This design comes from an exercise in tuning for small area, a short achievable clock period and few clock cycles on the open sky130 flow, not from production work.
In this exercise RTL edits were held to simulation tests only and were not proved equivalent to the original.

== job 5007 ==
// fpmult_rtl
module fpmult_rtl #(parameter int P=53, parameter int Q=11)(
    input  logic rst_in_N,
    input  logic clk_in,
    input  logic [P+Q-1:0] x_in,
    input  logic [P+Q-1:0] y_in,
    input  logic [1:0] round_in,
    input  logic start_in,
    output logic [P+Q-1:0] p_out,
    output logic [3:0] oor_out,
    output logic done_out
);
Settings: LEC_CHECK=0, ABC_AREA=1, CAP_MARGIN=20, CORE_MARGIN=2, CORE_UTILIZATION=55, PLACE_DENSITY=0.7, SETUP_SLACK_MARGIN=4, SLEW_MARGIN=20; clock period 11.0 ns.
standard.sh (not shown) runs the stock make flow with config.mk's settings and CLKGATE_MAP_FILE= SYNTH_SCRIPT=/design/flow/synth_recipe.tcl, a recipe that flattens the netlist after the stock synthesis.
==> flow/flow/run.sh <==
#!/bin/bash
# The standard layout (the standard.sh, unchanged synthesis and steps), with
# one difference: the buffers that placement puts on every input and output
# port are sky130_fd_sc_hd__buf_4 instead of the cell the resizer picks by
# itself (a delay cell, clkdlybuf4s50_1).
set -euo pipefail
export BUFFER_PORTS_ARGS="-buffer_cell sky130_fd_sc_hd__buf_4"
bash standard.sh > standard_flow.log 2>&1
Testbench counts of job 5007, summed over its fixed seeds: cycles 960.
Input-level comparison between job 6640 and job 5007:
--- a/flow/config.mk
+++ b/flow/config.mk
@@ -9,6 +9,6 @@
 export CAP_MARGIN = 20
 export CORE_MARGIN = 2
-export CORE_UTILIZATION = 55
-export PLACE_DENSITY = 0.7
+export CORE_UTILIZATION = 40
+export PLACE_DENSITY = 0.6
 export SETUP_SLACK_MARGIN = 4
 export SLEW_MARGIN = 20
Compared to job 5007, job 6640 has setup slack 12 ps higher.
Inverter count: job 5007 vs job 6640 identical
The run with more routed wire is job 6640, not job 5007.
Looking at detailed-router iteration count before antenna repair, job 6640 sits 3 above job 5007.
Summary of job 6640 over job 5007: sequential cell count barely changed, shortest clock period the worst path allows after layout dropped 12 ps, fmax barely changed.
Compared with job 5007, placement density in the core of job 6640 is lower.
Job 6640: longest individual stage delay on the worst path lower than job 5007
Sort job 6640 and job 5007 by cell count, ascending, and job 5007 comes first.
On number of ordinary and repair buffers in the finished layout, job 6640 and job 5007 are neck and neck.
The inputs of job 5528 differ from those of job 6640 as listed below.
--- a/flow/config.mk
+++ b/flow/config.mk
@@ -7,8 +7,8 @@
 export LEC_CHECK = 0
 export ABC_AREA = 1
-export CAP_MARGIN = 20
+export CAP_MARGIN = 10
 export CORE_MARGIN = 2
-export CORE_UTILIZATION = 40
-export PLACE_DENSITY = 0.6
+export CORE_UTILIZATION = 55
+export PLACE_DENSITY = 0.7
 export SETUP_SLACK_MARGIN = 4
-export SLEW_MARGIN = 20
+export SLEW_MARGIN = 10
Results
In the final reports, the cell area of job 5528 is smaller than that of job 6640. Job 5528 vs job 6640, instance count: job 5528 lower. Taking job 6640 as the reference point, the met2 global-route usage of job 5528 rises by 15 points. Between job 5528 and job 6640, the difference in layout net count is negligible. On fmax, job 6640 beats job 5528. From the logs: job 5528 reached the end of the flow and failed the layout checks with capacitance limit, slew limit. Changes observed in job 5528 relative to job 6640: number of cell instances on the worst register-to-register path went up by about 9%; distinct cell type count of the synthesized netlist was more or less identical. Going from job 6640 to job 5528, wire length of the first global-routing pass shrank by a few percent. Looking only at via count, and setting everything else aside, the lower value of job 5528 and job 6640 goes to job 6640.

---

Setup of old:
Starting RTL as in the previous note.
export LEC_CHECK = 0
export ABC_AREA = 1
export CAP_MARGIN = 20
export CORE_MARGIN = 2
export CORE_UTILIZATION = 40
export PLACE_DENSITY = 0.6
export SETUP_SLACK_MARGIN = 4
export SLEW_MARGIN = 20
export TNS_END_PERCENT = 20
create_clock -name core_clock -period 11.0 [get_ports {clk_in}]
Scripts as last shown in full above: flow/flow/run.sh
old finished all stages; the layout is clean.
Testbench counts of old, summed over its fixed seeds: cycles 960.
## Diff of input files: new against old
Settings: PLACE_DENSITY: 0.6 -> 0.7; SETUP_SLACK_MARGIN: 4 -> 4.2; TNS_END_PERCENT: 20 -> unset; CORE_UTILIZATION: 40 -> 55.
## What came out
new closes out successfully: all stages finished, all timing, DRC and antenna checks passed.
Fill cell instance count of the final layout: new < old
Changes observed in new relative to old: die area shows a reduction of 56000 um2; cell count shows a reduction of 666; number of rows created at floorplan shows a reduction of 24; count of unresolved DRC violations after routing shows no meaningful change.
On new: initial core utilization is 15 points higher than what old gave.
| clock network area share | new vs old | ≈ equal |

static timing again, ports no longer ideal:
Ports are ideal in the flow. The routed layouts listed here were re-timed in OpenROAD.
Step 1 assumes that a clkbuf_16 drives the clock port and a buf_2 every other input.
Step 2, shift: input delay + t, output delay - t, t = (earliest + latest rising clock arrival at the registers) / 2. This alone moves slack from input paths to output paths.
Three values: ideal ports, drivers, drivers and shift; two values: the first two.
run	t, ns	setup WS [ns]	worst hold slack (ns)	worst setup path at the end	worst slew at a driven data input, ns
job 5007	0.685	3.856 / 3.886 / 3.201	0.544 / 0.544 / 0.544	input to register	0.13
job 6640	0.691	3.868 / 3.838 / 3.147	0.567 / 0.567 / 0.567	input to register	0.30
job 5528	0.692	3.846 / 3.879 / 3.187	0.542 / 0.542 / 0.542	input to register	0.13
old	0.713	3.842 / 3.852 / 3.139	0.571 / 0.571 / 0.571	input to register	0.27
new	0.735	4.017 / 4.011 / 3.336	0.597 / 0.597 / 0.597	input to register	0.16
The setup slack of job 6640, which loses most, moves by -0.030 ns with the drivers and by -0.721 ns with both steps.
